Background: an optimization exercise with open tools, aiming at small area, a short achievable clock period and few clock cycles. Do not read the settings as production practice. Where RTL was checked, it was by simulation tests only, not by an equivalence proof against the original. No activity file was given, so power comes from the tool's default toggle rates.

// day12_top
module day12_top #(
    parameter MAX_REGION_W = 64,
    parameter MAX_REGION_H = 64
) (
    input  wire clk,
    input  wire rst_n,
    input  wire in_valid,
    input  wire [31:0] in_data,
    output wire in_ready,
    output wire out_valid,
    output wire [31:0] out_data,
    input  wire out_ready
);
accelerator #(
    .MAX_REGION_W(MAX_REGION_W),
    .MAX_REGION_H(MAX_REGION_H)
) accel (
    .clk(clk),
    .rst_n(rst_n),
    .in_valid(in_valid),
    .in_data(in_data),
    .in_ready(in_ready),
    .out_valid(out_valid),
    .out_data(out_data),
    .out_ready(out_ready)
);
endmodule
Size: roughly 1700 cells after synthesis, ~290 flip-flops.
clock: 14.5 ns
lec_check: 0
cap_margin: 20
core_margin: 2
core_utilization: 60
slew_margin: 20
synth_hierarchical: 1
standard.sh (not shown) runs the stock make flow with config.mk's settings and CLKGATE_MAP_FILE= SYNTH_SCRIPT=/design/flow/synth_recipe.tcl, a recipe that flattens the netlist after the stock synthesis.
==> flow/flow/run.sh <==
#!/bin/bash
# The standard layout (the standard.sh: standard synthesis, floorplan,
# placement, CTS, routing), with one change: the buffers that global
# placement puts on every input and output port are buf_2 cells instead of
# the cell buffer_ports picks by default.
set -euo pipefail
export BUFFER_PORTS_ARGS="-buffer_cell sky130_fd_sc_hd__buf_2"
bash standard.sh > standard.log 2>&1
Then changed:
--- a/flow/design.v
+++ b/flow/design.v
@@ -90,19 +90,19 @@
 wire in_ns_zero = (in_data[15:0] == 16'd0);
 wire in_nr_zero = (in_data[31:16] == 16'd0);
 wire in_hc_zero = (in_data[23:16] == 8'd0);
 wire hdr_in_r  = r_v && (phase == PH_HDR);
 wire rdec      = r_v && (phase == PH_REG) && (rsub == 2'd2);
 wire sdec      = r_v && (phase == PH_SHDR || phase == PH_SDATA) && sdone;
 wire n_last_shape = hdr_in_r ? (r_ns_clamp == 4'd1) : (sdec ? (sleft == 4'd2) : (sleft == 4'd1));
 wire n_rl_zero = hdr_in_r ? r_nr_zero : (rdec ? (rleft == 16'd1) : (rleft == 16'd0));
 wire n_rl_one  = hdr_in_r ? (r_data[31:16] == 16'd1) : (rdec ? (rleft == 16'd2) : (rleft == 16'd1));
-wire n_wl_one  = (r_v && phase == PH_SHDR) ? (rhc[7:3] == 5'd0 && rhc[2:0] != 3'd0) || (rhc == 8'd4)
+wire n_wl_one  = (r_v && phase == PH_SHDR) ? (rhc[7:2] == 6'd0 && rhc[1:0] != 2'd0) || (rhc == 8'd4)
                                            : ((r_v && phase == PH_SDATA) ? (wl == 7'd2) : (wl == 7'd1));
 wire n_reg = (nxt_phase == PH_REG);
 wire t_wh = accept & n_reg & (nxt_rsub == 2'd0);
 wire t_q1 = accept & n_reg & (nxt_rsub == 2'd1);
 wire t_q2 = accept & n_reg & (nxt_rsub == 2'd2);
 reg  end_if;
 always @(*) begin
     case (nxt_phase)
         PH_HDR:   end_if = in_ns_zero & in_nr_zero;
@@ -1769,20 +1769,25 @@
 day12_fa u_bs115 (.a(bs35), .b(bc74), .c(bs75), .s(bs115), .co(bc116));
 day12_fa u_bs117 (.a(bs37), .b(bc76), .c(bs77), .s(bs117), .co(bc118));
 day12_fa u_bs119 (.a(bs39), .b(bc78), .c(bs79), .s(bs119), .co(bc120));
 assign sum_s = {bc118, bc116, bc114, bc112, bc110, bc108, bc106, bc104, bc102, bc100, bc98, bc96, bc94, bc92, bc90, bc88, bc86, bc84, bk82, bh81};
 assign sum_c = {bs119, bs117, bs115, bs113, bs111, bs109, bs107, bs105, bs103, bs101, bs99, bs97, bs95, bs93, bs91, bs89, bs87, bs85, bs83, bh1};
 wire [19:0] sum = sum_s + sum_c;
 reg         satf;
 wire        fit = p_q2 & (satf | sum[19]);
 reg         f_fit, f_end;
+reg inreg;
 always @(posedge clk) begin
     if (!rst_n || p_q2)
+        inreg <= 1'b0;
+    else if (p_wh)
+        inreg <= 1'b1;
+    if (!rst_n || p_q2 || !(inreg || p_wh))
         acc <= 20'd0;
     else if (p_wh)
         acc <= ~sum;
     else
         acc <= sum;
     if (p_wh)
         satf <= p_big | sum[19];
     f_fit <= fit;
     if (r_v && phase == PH_HDR)
Effect: Clock skew went down by 0.0096 ns. Setup slack gains 0.086 ns. Critical path depth goes down by 1. Sequential power fell by 3.9%. Die area is about the same. Fmax goes up by 2.0%. Via count grows by 0.39%. Wire length climbs by 1.5%. Global-route usage rises by 0.56 points. Register-to-register slack loses 0.14 ns. Area after synthesis stays flat. Cell area increases by 0.41%. Clock-buffer cell count falls by 3.
Testbench counts after the change, summed over its fixed seeds: cycles 41,753.
Only the layout flow was run in the first run of this note; the RTL was not checked for function there.

[port drivers added, routing unchanged]
Ports are ideal in the flow. The routed layouts listed here were re-timed in OpenROAD.
Step 1 assumes that a clkbuf_16 drives the clock port and a buf_2 every other input.
Step 2 times the ports against the registers' clock, not the clock port: input delays grow and output delays shrink by t, the midpoint of the rising clock arrivals with the driver on.
a / b / c = no drivers / after step 1 / after step 2; a / b = the first two.
| run | t, ns | setup WS [ns] | cell pins on the clock port's net |
|---|---|---|---|
| the first run | 0.564 | 10.150 / 10.186 / 9.623 | 1 |
| the second run | 0.562 | 10.236 / 10.270 / 9.708 | 1 |
After both steps every run listed still meets setup and hold. The setup slack of the second run, which loses most, moves by +0.034 ns with the drivers and by -0.528 ns with both steps.
